What follows belongs to an exercise in optimizing a design on an open flow for small area; a production flow would make more cautious choices.
RTL that was checked went through simulation tests only; none was proved equivalent to the original.
For runs 3 and 4, only the layout was checked, not whether the RTL still works.

==> flow/design.v (outline; a module is shown in full before it is edited, if it fits) <==
// module mmult: 1519 lines
// module mmult_sel: 8 lines
// module mmult_digit: 8 lines
// module mmult_pick3: 7 lines
// module mmult_pick2: 7 lines
// module mmult_x3: 34 lines
// module mmult_ao21: 8 lines
// module mmult_and2: 7 lines
// module mmult_xor2: 7 lines
// module mmult_ha: 9 lines
// module mmult_xnor: 7 lines
// module mmult_or: 7 lines
// module mmult_fa: 10 lines
module mmult(
    input clk,
    input reset_n,
    input enable,
    input [0:9*8-1] A_mat,
    input [0:9*8-1] B_mat,
    output reg valid,
    output [0:9*18-1] C_mat
);
  // ...
==> flow/flow/run.sh <==
#!/bin/bash
# The standard layout (standard.sh, unchanged synthesis), with:
#  - cell sizes in the synthesized netlist reduced before placement (same functions, pins
#    and registers): the 36 a22oi_2 gates that drive one adder input each, and the and2_2
#    and and2b_2 gates of the digit decoders, to their _1 sizes,
#  - the port buffers made of the smallest buffer (buf_1) instead of clkdlybuf4s50_1,
#  - a clock tree of clkbuf_4 only, sink clusters of up to 10 flip-flops, and no dummy loads.
set -euo pipefail
export BUFFER_PORTS_ARGS="-buffer_cell sky130_fd_sc_hd__buf_1"
export CTS_ARGS="-sink_clustering_enable -repair_clock_nets -buf_list {sky130_fd_sc_hd__clkbuf_4} -sink_clustering_size 10 -sink_clustering_max_diameter 45 -dont_use_dummy_load"
netlist=$PWD/orfs/results/sky130hd/mmult/base/1_2_yosys.v
bash standard.sh "$netlist" > synth.log 2>&1
sed -i -e 's/\bsky130_fd_sc_hd__a22oi_2\b/sky130_fd_sc_hd__a22oi_1/' \
       -e 's/\bsky130_fd_sc_hd__and2_2\b/sky130_fd_sc_hd__and2_1/' \
       -e 's/\bsky130_fd_sc_hd__and2b_2\b/sky130_fd_sc_hd__and2b_1/' "$netlist"
bash standard.sh finish > standard.log 2>&1
==> flow/standard.sh <==
#!/bin/bash
# synth_recipe.tcl (not shown) runs the flow's synth.tcl, then flattens the netlist and writes it again
# the make line also repeats each setting of config.mk as NAME=value (left out here)
make -C /OpenROAD-flow-scripts/flow DESIGN_CONFIG=/design/flow/config.mk WORK_HOME=/design/flow/orfs CLKGATE_MAP_FILE= SYNTH_SCRIPT=/design/flow/synth_recipe.tcl "${@:-finish}"
==> flow/config.mk <==
export PLATFORM = sky130hd
export DESIGN_NAME = mmult
export DESIGN_NICKNAME = mmult
export VERILOG_FILES = /design/flow/design.v
export SDC_FILE = /design/flow/constraint.sdc
export NUM_CORES = 4
export LEC_CHECK = 0
export CAP_MARGIN = 20
export CORE_MARGIN = 2
export CORE_UTILIZATION = 40
export SLEW_MARGIN = 20
export SYNTH_HIERARCHICAL = 1
==> flow/constraint.sdc <==
create_clock -name core_clock -period 10.0 [get_ports {clk}]
set_input_delay 2.0000 -clock core_clock [delete_from_list [all_inputs] [get_ports {clk}]]
set_output_delay 2.0000 -clock core_clock [all_outputs]
set_load 0.01 [all_outputs]
==> flow_summary_export.csv, run 1 <==
group,metric,value,unit
cells_and_area,fillers,5135,
worst_setup_path,rr_startpoint,"cycle[0]",
place,dpl_cell_area,0.02501,mm^2
cells_and_area,drive_gt1_share,7.767,%
global_routing,grtUsageMet3,6.785,%
cells_and_area,inv_count,35,
cells_and_area,largest_register_ffs,162,
drt,wl_per_cell,26.88,um
synthesis,netlist_instances,1525,
cells_and_area,final_cell_mix,"edfxtp_1, buf_1, fa_1",
sta,finalClockSkew,119.2,ps
worst_setup_path,reg2reg_depth,23,
global_routing,grt_pass1_vias,17050,
run_status,outcome,"no timing/DRC/antenna violations",
worst_setup_path,crit_chain,"buf_1, a222oi_1, inv_1, ha_1, buf_4, buf_4, a222oi_1, fa_1, fa_1, fa_1, fa_1, fa_1, fa_1, fa_1, or2_1, fa_1, fa_1, or2_1, fa_1, or4_4, nor3_2, xor2_1",
cells_and_area,final_common_cell,"edfxtp_1",
cells_and_area,final_cells,2698,
clock_tree,hold_buffers,0,
floorplanning,tap_cells,748,
global_routing,grt_overflow,0,
cells_and_area,seqAreaFraction,38.78,%
sta,hold_ws,375.0,ps
sta,fin_crit_sh,91.68,%
worst_setup_path,critPathKind,"in -> reg",
clock_tree,clock-sinks,328,
sta,setup_tns,0,ps
worst_setup_path,crit_slowest_cell,"ha_1",
global_routing,grt_antenna_before_repair,9,
drt,drc,0,
worst_setup_path,r2r-end,"rn2[53]",
min_path,hold_path_depth,0,
cells_and_area,nClkBuffers,44,
sta,hold_viol,0,
worst_setup_path,crit_path_max_incr_delay,560,ps
cells_and_area,multi_input_area,0.01215,mm^2
==> run 2: changes to the inputs <==
==> flow/flow/run.sh (replaced) <==
#!/bin/bash
# The standard layout (standard.sh, unchanged synthesis), with:
#  - cell sizes in the synthesized netlist adjusted before placement (same functions, pins
#    and registers): the 36 a22oi_2 gates, each driving one adder input, downsized to
#    a22oi_1; every inv_1 and or2_1 upsized to inv_2 and or2_2, which take the same area
#    (the inverters drive the selected row of A, which fans out to about 26 gates),
#  - the port buffers made of the smallest buffer (buf_1) instead of clkdlybuf4s50_1,
#  - a clock tree of clkbuf_4 only, sink clusters of up to 10 flip-flops, and no dummy loads.
set -euo pipefail
export BUFFER_PORTS_ARGS="-buffer_cell sky130_fd_sc_hd__buf_1"
export CTS_ARGS="-sink_clustering_enable -repair_clock_nets -buf_list {sky130_fd_sc_hd__clkbuf_4} -sink_clustering_size 10 -sink_clustering_max_diameter 45 -dont_use_dummy_load"
netlist=$PWD/orfs/results/sky130hd/mmult/base/1_2_yosys.v
bash standard.sh "$netlist" > synth.log 2>&1
sed -i -e 's/\bsky130_fd_sc_hd__a22oi_2\b/sky130_fd_sc_hd__a22oi_1/' \
       -e 's/\bsky130_fd_sc_hd__inv_1\b/sky130_fd_sc_hd__inv_2/' \
       -e 's/\bsky130_fd_sc_hd__or2_1\b/sky130_fd_sc_hd__or2_2/' "$netlist"
bash standard.sh finish > standard.log 2>&1
==> flow_summary_export.csv, run 2 <==
group,metric,value,unit
run,drv_cap,0,
global_routing,grt_pass1_vias,17230,
worst_setup_path,crit_slowest_cell,"xor2_1",
synthesis,netlist_instances,1525,
synthesis,synth_area_per_cell,14.67,um^2
sta,hold_ws,378.2,ps
worst_setup_path,crit_path_max_incr_delay,870,ps
clock_tree,post_cts_resize_count,0,
floorplanning,io_pins,310,
sta,tightest_slew,1181,ps
floorplanning,start_util,40.53,%
sta,finalClockSkew,113.3,ps
cells_and_area,final_common_cell,"edfxtp_1",
sta,setup_violations,0,
drt,vias,16770,
clock_tree,numCtsBuffers,44,
cells_and_area,fillers,5053,
drt,drtAntennaViolNets,0,
sta,min_period,9458,ps
clock_tree,root_buffer,"clkbuf_4",
global_routing,grt_antenna_before_repair,5,
sta,drv_slew,0,
clock_tree,post-cts-setup-buffer-count,0,
run_status,outcome,"no timing/DRC/antenna violations",
place,dpl_cell_area,0.02525,mm^2
clock_tree,cts.htree.levels,2,
sta,fin_crit_sh,94.58,%
drt,first_pass_iters,13,
worst_setup_path,cp.required,10380,ps
global_routing,grt_pass1_wl,106800,um
drt,drc,0,
worst_setup_path,crit_fanout,7,
clock_tree,hold_buffers,0,
sta,hold_viol,0,
synthesis,syn-num-nets,2005,
worst_setup_path,setup.worst_path.end_class,"register",
sta,maxClockFrequency,105.7,MHz
worst_setup_path,crit_chain,"buf_1, a222oi_1, inv_2, ha_1, a21o_1, a21o_1, xor2_1, buf_4, a222oi_1, fa_1, fa_1, fa_1, fa_1, fa_1, fa_1, or2_2, fa_1, fa_1, or2_2, fa_1, or4_4, nor2_1, xor2_1",
sta,rsz0062_at_grt,"false",
drt,routed_via_density,6.175,
cells_and_area,regMostFlops,"cmn",
synthesis,yosys_warnings,7,
cells_and_area,final_nets,2447,
synthesis,syn_area,0.02237,mm^2
worst_setup_path,critPathKind,"in -> reg",
clock_tree,clock_latency,740,ps
global_routing,grt_overflow,0,
drt,routed_wirelength,72900,um
cells_and_area,final_cell_area,0.02559,mm^2
clock_tree,clock_path_buffers,3,
cells_and_area,drive_gt1_share,15.52,%
cells_and_area,syn_to_final_growth,14.38,%
clock_tree,clock-sinks,328,
place,gp_congestion,0.9246,
global_routing,grt_use_total,25.05,%
cells_and_area,final_cell_mix,"edfxtp_1, buf_1, fa_1",
drt,wl_per_cell,26.84,um
global_routing,grt_max_degree,86,
place,hpwl,53530,um
worst_setup_path,crit_top_cell,"fa_1",
drt,drtIter0Drc,3696,
floorplanning,core,0.05520,mm^2
place,dpl_worst_slack,-94.65,ps
floorplanning,chipWidth,240.5,um
cells_and_area,largest_register_ffs,162,
sta,slew_headroom,21.00,%
floorplanning,die_area,0.05784,mm^2
worst_setup_path,cp.arrival,9840,ps
floorplanning,die_h,240.5,um
floorplanning,rows,86,
place,numPortBuffers,309,
worst_setup_path,cp-start-kind,"input port",
clock_tree,clk_pin_slew,90,ps
clock_tree,cts_tree,"built",
min_path,hold_class,"reg -> reg",
sta,layout_setup_ws,542.0,ps
## run 2: cell types whose count changed in the layout (fill, tap and decap cells not counted), sizes merged
cell   delta
buf      +21
diode     -3
## run 2: per-stage QoR
step                setup TNS [ps]  utilization (%)  instances
detailed placement          -230.2            45.75       2669
global route                     0            46.36       2715
finish                           0            46.36       2716
floorplan                        0                -       1525
global placement                 0            45.75       2669
CTS                              0            46.35       2713
## run 2: cell type report
class	count	area, um^2	share of cell area (%)
Multi-Input combinational cell	1129	12240	47.82
Sequential cell	328	9834	38.43
Timing Repair Buffer	429	2115	8.263
Tap cell	748	935.9	3.657
Clock buffer	44	330.3	1.291
Inverter	35	131.4	0.5134
Antenna cell	3	7.507	0.02934
## run 2: path summary, 6_finish.rpt
kind	from	to	slack, ps	cells past startpoint
min in group asynchronous	reset_n	valid	1200	1
hold / removal	rn0[46]	cmn[7]	380	0
hold reg to reg	rn0[46]	cmn[7]	380	0
setup reg to reg	cycle[1]	rn2[52]	770	25
setup / recovery	A_mat[5]	rn2[52]	540	23
max in group asynchronous	reset_n	cycle[1]	8590	1
## run 2: per-layer routing
metal  up-vias  share of wire (%)  track usage, %
met4         4                3.7           9.449
met1      8362                 39           34.34
met3       197                 12           6.395
li1       7000                  -               -
met5         -              0.036               0
met2      1209                 45           38.45
## run 2: critical path: cells and delay by family
family | cells | cell delay, ps
adder cells (fa/ha/maj) | 10 | 4220
AND/OR/NAND/NOR | 4 | 1210
buffers and inverters | 3 | 460
AO/OA/AOI/OAI | 4 | 980
XOR/XNOR | 2 | 940
==> module mmult_x3, before the edit <==
module mmult_x3(
    input [7:0] a,
    output [9:0] t
);
    wire [7:1] g, p;
    genvar i;
    generate
        for (i = 1; i <= 7; i = i + 1) begin : gp
            mmult_ha h (.a(a[i]), .b(a[i-1]), .s(p[i]), .co(g[i]));
        end
    endgenerate
    wire g21, g43, g65, g75, g41, g31, g51, g61, g71, p43, p65, p75;
    mmult_ao21 c21 (.a(g[2]), .b(p[2]), .c(g[1]), .y(g21));
    mmult_ao21 c43 (.a(g[4]), .b(p[4]), .c(g[3]), .y(g43));
    mmult_ao21 c65 (.a(g[6]), .b(p[6]), .c(g[5]), .y(g65));
    mmult_ao21 c75 (.a(g[7]), .b(p[7]), .c(g65), .y(g75));
    mmult_ao21 c41 (.a(g43), .b(p43), .c(g21), .y(g41));
    mmult_ao21 c31 (.a(g[3]), .b(p[3]), .c(g21), .y(g31));
    mmult_ao21 c51 (.a(g[5]), .b(p[5]), .c(g41), .y(g51));
    mmult_ao21 c61 (.a(g65), .b(p65), .c(g41), .y(g61));
    mmult_ao21 c71 (.a(g75), .b(p75), .c(g41), .y(g71));
    mmult_and2 q43 (.a(p[4]), .b(p[3]), .y(p43));
    mmult_and2 q65 (.a(p[6]), .b(p[5]), .y(p65));
    mmult_and2 q75 (.a(p[7]), .b(p65), .y(p75));
    wire [8:2] c = {g71, g61, g51, g41, g31, g21, g[1]};
    assign t[0] = a[0];
    assign t[1] = p[1];
    mmult_ha s8 (.a(a[7]), .b(c[8]), .s(t[8]), .co(t[9]));
    generate
        for (i = 2; i <= 7; i = i + 1) begin : sum
            mmult_xor2 x (.a(p[i]), .b(c[i]), .y(t[i]));
        end
    endgenerate
endmodule
==> run 3: changes to the inputs <==
--- a/flow/design.v
+++ b/flow/design.v
@@ -1552,64 +1552,5 @@
     output [9:0] t
 );
-    wire [7:1] g, p;
-    genvar i;
-    generate
-        for (i = 1; i <= 7; i = i + 1) begin : gp
-            mmult_ha h (.a(a[i]), .b(a[i-1]), .s(p[i]), .co(g[i]));
-        end
-    endgenerate
-    wire g21, g43, g65, g75, g41, g31, g51, g61, g71, p43, p65, p75;
-    mmult_ao21 c21 (.a(g[2]), .b(p[2]), .c(g[1]), .y(g21));
-    mmult_ao21 c43 (.a(g[4]), .b(p[4]), .c(g[3]), .y(g43));
-    mmult_ao21 c65 (.a(g[6]), .b(p[6]), .c(g[5]), .y(g65));
-    mmult_ao21 c75 (.a(g[7]), .b(p[7]), .c(g65), .y(g75));
-    mmult_ao21 c41 (.a(g43), .b(p43), .c(g21), .y(g41));
-    mmult_ao21 c31 (.a(g[3]), .b(p[3]), .c(g21), .y(g31));
-    mmult_ao21 c51 (.a(g[5]), .b(p[5]), .c(g41), .y(g51));
-    mmult_ao21 c61 (.a(g65), .b(p65), .c(g41), .y(g61));
-    mmult_ao21 c71 (.a(g75), .b(p75), .c(g41), .y(g71));
-    mmult_and2 q43 (.a(p[4]), .b(p[3]), .y(p43));
-    mmult_and2 q65 (.a(p[6]), .b(p[5]), .y(p65));
-    mmult_and2 q75 (.a(p[7]), .b(p65), .y(p75));
-    wire [8:2] c = {g71, g61, g51, g41, g31, g21, g[1]};
-    assign t[0] = a[0];
-    assign t[1] = p[1];
-    mmult_ha s8 (.a(a[7]), .b(c[8]), .s(t[8]), .co(t[9]));
-    generate
-        for (i = 2; i <= 7; i = i + 1) begin : sum
-            mmult_xor2 x (.a(p[i]), .b(c[i]), .y(t[i]));
-        end
-    endgenerate
-endmodule
-module mmult_ao21(
-    input a,
-    input b,
-    input c,
-    output y
-);
-    assign y = a | (b & c);
-endmodule
-module mmult_and2(
-    input a,
-    input b,
-    output y
-);
-    assign y = a & b;
-endmodule
-module mmult_xor2(
-    input a,
-    input b,
-    output y
-);
-    assign y = a ^ b;
-endmodule
-module mmult_ha(
-    input a,
-    input b,
-    output s,
-    output co
-);
-    assign s = a ^ b;
-    assign co = a & b;
+    assign t = {1'b0, a, 1'b0} + {2'b0, a};
 endmodule
 module mmult_xnor(
==> flow/flow/run.sh (replaced) <==
#!/bin/bash
# The standard layout (standard.sh, unchanged synthesis), with:
#  - the port buffers made of the smallest buffer (buf_1) instead of clkdlybuf4s50_1,
#  - power recovery after global routing (downsizes gates on paths with slack to spare).
set -euo pipefail
export BUFFER_PORTS_ARGS="-buffer_cell sky130_fd_sc_hd__buf_1"
bash standard.sh RECOVER_POWER=100 finish > standard.log 2>&1
==> flow_summary_export.csv, run 3 <==
group,metric,value,unit
global_routing,grt_use_total,25.04,%
synthesis,syn-num-nets,2056,
place,hpwl,55310,um
clock_tree,clk_pin_slew,60,ps
floorplanning,io_pins,310,
worst_setup_path,setup.worst_path.end_class,"register",
floorplanning,die_area,0.05905,mm^2
global_routing,grt_antenna_before_repair,3,
clock_tree,root_buffer,"clkbuf_16",
drt,routed_via_density,6.192,
worst_setup_path,cp.arrival,9820,ps
drt,first_pass_iters,13,
worst_setup_path,crit_buf_inv,2,
cells_and_area,final_cell_mix,"edfxtp_1, buf_1, fa_1",
sta,hold_viol,0,
run_status,so.violations,"capacitance limit, slew limit",
drt,drc,0,
sta,rsz0062_at_grt,"false",
clock_tree,clock-sinks,328,
clock_tree,clock_latency,530,ps
worst_setup_path,crit_top_cell,"fa_1",
cells_and_area,regMostFlops,"cmn",
cells_and_area,largest_register_ffs,162,
cells_and_area,final_nets,2497,
synthesis,syn_area,0.02285,mm^2
clock_tree,hold_buffers,0,
clock_tree,clock_path_buffers,3,
cells_and_area,syn_to_final_growth,17.33,%
global_routing,grt_pass1_vias,17830,
global_routing,grt_pass1_wl,110900,um
worst_setup_path,critPathKind,"in -> reg",
sta,slew_headroom,-156.8,%
sta,maxClockFrequency,104.6,MHz
clock_tree,post_cts_resize_count,0,
worst_setup_path,crit_chain,"buf_1, a222oi_1, inv_1, ha_1, fa_1, a21oi_1, o21bai_1, xor2_1, a222oi_1, fa_1, fa_1, fa_1, fa_1, fa_1, fa_1, or2_0, fa_1, fa_1, or2_0, fa_1, or4_1, nor3_1, xor2_1",
place,gp_congestion,0.9376,
run,drv_cap,8,
place,dp.cells,2731,
floorplanning,core,0.05639,mm^2
drt,routed_wirelength,74650,um
cells_and_area,fillers,5187,
worst_setup_path,crit_fanout,8,
sta,fin_crit_sh,95.57,%
sta,setup_tns,0,ps
synthesis,yosys_warnings,7,
global_routing,grt_overflow,0,
sta,min_period,9557,ps
cells_and_area,final_cells,2792,
run_status,outcome,"failed layout checks",
place,numPortBuffers,309,
clock_tree,cts_tree,"built",
drt,wl_per_cell,26.74,um
worst_setup_path,cp-start-kind,"input port",
drt,drtIter0Drc,3621,
cells_and_area,final_common_cell,"edfxtp_1",
floorplanning,die_h,243.0,um
floorplanning,start_util,40.52,%
sta,setup_violations,0,
sta,finalClockSkew,22.97,ps
min_path,hold_class,"reg -> reg",
worst_setup_path,path_delay_family,"adder cells",
cells_and_area,drive_gt1_share,13.86,%
clock_tree,numCtsBuffers,34,
worst_setup_path,crit_path_max_incr_delay,820,ps
clock_tree,post-cts-setup-buffer-count,0,
drt,vias,17290,
global_routing,grt_max_degree,87,
synthesis,synth_area_per_cell,14.55,um^2
clock_tree,cts.htree.levels,2,
floorplanning,rows,87,
worst_setup_path,crit_slowest_cell,"xor2_1",
floorplanning,chipWidth,243.0,um
sta,drv_slew,506,
worst_setup_path,cp.required,10260,ps
drt,drtAntennaViolNets,0,
sta,tightest_slew,3853,ps
synthesis,netlist_instances,1570,
## run 3: per-stage QoR
step | util, % | hold slack [ps] | area [um^2] | worst slack [ps]
floorplan | - | 400.3 | 22850 | 409.0
global placement | 45.71 | 400.6 | 25770 | -204.1
detailed placement | 45.74 | 404.5 | 25790 | 4.717
CTS | 47.63 | 398.6 | 26860 | 553.0
global route | 47.54 | 421.3 | 26800 | 62.80
finish | 47.55 | 404.6 | 26810 | 443.1
## run 3: cell type report
| cell class | instances | area, um^2 | area share (%) |
|---|---|---|---|
| clock buffers | 45 | 913.4 | 3.407 |
| clock inverters | 14 | 148.9 | 0.5554 |
| multi-input cells | 1162 | 12670 | 47.27 |
| diodes | 2 | 5.005 | 0.01867 |
| repair buffers | 435 | 2106 | 7.855 |
| well taps | 756 | 945.9 | 3.528 |
| flip-flops and latches | 328 | 9831 | 36.67 |
| inverters | 50 | 187.7 | 0.7001 |
## run 3: final timing paths
kind | startpoint | endpoint | cells past startpoint | slack [ps]
worst min register to register | rn0[46] | cmn[7] | 0 | 400
worst min-delay path | rn0[46] | cmn[7] | 0 | 400
max in group asynchronous | reset_n | pubn | 1 | 8430
worst max register to register | cycle[1] | rn2[53] | 25 | 700
worst max-delay path | A_mat[7] | rn2[53] | 23 | 440
min in group asynchronous | reset_n | valid | 1 | 1320
## run 3: routing by layer
layer	GRT usage (%)	vias up	share of wire (%)
li1	-	7197	-
met1	33.87	8640	39
met2	39.13	1247	45
met3	6.579	203	12
met4	8.860	0	3.6
met5	0	-	0
==> run 4: changes to the inputs <==
==> flow/flow/run.sh (replaced) <==
#!/bin/bash
# The standard layout (standard.sh, unchanged synthesis), with:
#  - the port buffers made of the smallest buffer (buf_1) instead of clkdlybuf4s50_1,
#  - power recovery after global routing (downsizes gates on paths with slack to spare),
#  - a clock tree of smaller buffers and without dummy loads.
set -euo pipefail
export BUFFER_PORTS_ARGS="-buffer_cell sky130_fd_sc_hd__buf_1"
export CTS_ARGS="-sink_clustering_enable -repair_clock_nets -buf_list {sky130_fd_sc_hd__clkbuf_4 sky130_fd_sc_hd__clkbuf_8} -dont_use_dummy_load"
bash standard.sh RECOVER_POWER=100 finish > standard.log 2>&1
==> flow_summary_export.csv, run 4 <==
group,metric,value,unit
cells_and_area,fillers,5217,
global_routing,grt_overflow,0,
sta,min_period,9533,ps
floorplanning,io_pins,310,
worst_setup_path,setup.worst_path.end_class,"register",
global_routing,grt_max_degree,87,
place,hpwl,55310,um
floorplanning,die_area,0.05905,mm^2
worst_setup_path,crit_path_max_incr_delay,800,ps
floorplanning,die_h,243.0,um
worst_setup_path,reg2reg_depth,25,
sta,maxClockFrequency,104.9,MHz
place,gp_congestion,0.9376,
global_routing,grt_pass1_vias,17940,
cells_and_area,largest_register_ffs,162,
sta,setup_violations,0,
drt,drc,0,
sta,layout_setup_ws,467.3,ps
drt,drtIter0Drc,3632,
worst_setup_path,crit_top_cell,"fa_1",
synthesis,synth_area_per_cell,14.55,um^2
worst_setup_path,cp.required,10320,ps
clock_tree,hold_buffers,0,
clock_tree,cts_tree,"built",
cells_and_area,syn_to_final_growth,15.79,%
worst_setup_path,crit_slowest_cell,"xor2_1",
cells_and_area,final_common_cell,"edfxtp_1",
global_routing,grt_pass1_wl,110900,um
place,numPortBuffers,309,
drt,first_pass_iters,14,
sta,hold_ws,370.6,ps
sta,finalClockSkew,74.08,ps
sta,rsz0062_at_grt,"false",
worst_setup_path,path_delay_family,"adder cells",
clock_tree,clock-sinks,328,
run,drv_cap,8,
drt,wl_per_cell,26.85,um
floorplanning,core,0.05639,mm^2
worst_setup_path,r2r_setup_slack,690,ps
synthesis,syn-num-nets,2056,
worst_setup_path,critPathKind,"in -> reg",
cells_and_area,final_cell_area,0.02646,mm^2
clock_tree,cts.htree.levels,2,
clock_tree,post_cts_resize_count,0,
sta,tightest_slew,3881,ps
worst_setup_path,r2r-end,"rn2[17]",
drt,drtAntennaViolNets,0,
clock_tree,root_buffer,"clkbuf_8",
sta,drv_slew,506,
floorplanning,rows,87,
cells_and_area,regArea,0.009831,mm^2
cells_and_area,drive_gt1_share,14.22,%
cells_and_area,regMostFlops,"cmn",
run_status,outcome,"failed layout checks",
sta,hold_viol,0,
clock_tree,clock_path_buffers,3,
min_path,worstHoldStart,"rn0[46]",
cells_and_area,final_cells,2789,
global_routing,grt_antenna_before_repair,6,
worst_setup_path,rr_startpoint,"cycle[1]",
place,dpl_cell_area,0.02579,mm^2
sta,slew_headroom,-158.7,%
synthesis,yosys_warnings,7,
synthesis,netlist_instances,1570,
sta,setup_tns,0,ps
min_path,hold_path_depth,0,
cells_and_area,final_cell_mix,"edfxtp_1, buf_1, fa_1",
cells_and_area,final_nets,2514,
min_path,min_to,"cmn[7]",
place,dp.cells,2731,
clock_tree,post-cts-setup-buffer-count,0,
clock_tree,clk_pin_slew,50,ps
worst_setup_path,crit_buf_inv,2,
run_status,so.violations,"capacitance limit, slew limit",
min_path,hold_class,"reg -> reg",
cells_and_area,multi_input_area,0.01267,mm^2
worst_setup_path,crit_fanout,8,
floorplanning,start_util,40.52,%
worst_setup_path,cp-start-kind,"input port",
floorplanning,chipWidth,243.0,um
worst_setup_path,cp.arrival,9850,ps
clock_tree,numCtsBuffers,51,
synthesis,syn_area,0.02285,mm^2
drt,routed_via_density,6.167,
clock_tree,clock_latency,610,ps
global_routing,grt_use_total,25.05,%
drt,routed_wirelength,74880,um
place,dpl_worst_slack,4.717,ps
sta,fin_crit_sh,95.33,%
drt,vias,17200,
worst_setup_path,crit_chain,"buf_1, a222oi_1, inv_1, ha_1, fa_1, a21oi_1, o21bai_1, xor2_1, a222oi_1, fa_1, fa_1, fa_1, fa_1, fa_1, fa_1, or2_0, fa_1, fa_1, or2_0, fa_1, or4_4, nor3_1, xor2_1",
run 4: how the worst max path moves through the flow:
| stage | from | endpoint | slack, ps | cells past startpoint |
|---|---|---|---|---|
| after global placement | A_mat[15] | rn2[17] | -200 | 21 |
| after detailed placement | A_mat[7] | rn2[17] | 5 | 23 |
| after floorplan | A_mat[6] | rn2[17] | 410 | 22 |
| final | A_mat[6] | rn2[17] | 470 | 23 |
| after global routing | A_mat[7] | rn2[17] | 90 | 23 |
| after CTS | A_mat[7] | rn2[17] | 620 | 23 |
run 4: per-layer routing:
layer  GRT usage (%)  part of all wire [%]  wire [um]  vias up
met5               0                     0          0        -
met3           7.054                    12       8828      186
met1           33.39                    39      29520     8602
met4           9.798                   3.5       2647        0
met2           38.88                    45      33880     1198
li1                -                     -          -     7213
run 4: area by class of cell:
cell class	instances	share of cell area, %
Antenna cell	7	0.06621
Timing Repair Buffer	435	7.959
Inverter	50	0.7094
Multi-Input combinational cell	1162	47.88
Clock buffer	51	2.653
Tap cell	756	3.575
Sequential cell	328	37.16
run 4: metrics by stage:
stage | util [%]
6_report | 46.92
5_1_grt | 46.90
4_1_cts | 46.99
3_5_place_dp | 45.74
3_3_place_gp | 45.71
2_1_floorplan | -

==> separate check: timing with driven ports <==
In the flow no input, the clock included, has a driving cell. The finished layouts below were timed again as built, in two steps. Step 1: set_driving_cell puts a clkbuf_16 on clk and a buf_2 on each other input, an assumption about the parent block. Step 2, shift: input delay + t, output delay - t, t = (earliest + latest rising clock arrival at the registers) / 2. This alone moves slack from input paths to output paths. Three values: ideal, step 1, step 2; two values: the first two.
run | t (ns) | setup slack, ns | worst hold slack (ns) | worst setup path at the end
run 1 | 0.747 | 0.832 / 0.868 / 0.121 | 0.375 / 0.375 / 0.375 | input to register
run 2 | 0.742 | 0.542 / 0.577 / -0.165 | 0.378 / 0.378 / 0.378 | input to register
run 3 | 0.575 | 0.443 / 0.473 / -0.103 | 0.405 / 0.405 / 0.405 | input to register
run 4 | 0.630 | 0.467 / 0.497 / -0.133 | 0.371 / 0.371 / 0.371 | input to register
The setup slack of run 1, which loses most, moves by +0.036 ns with the drivers and by -0.711 ns with both steps.
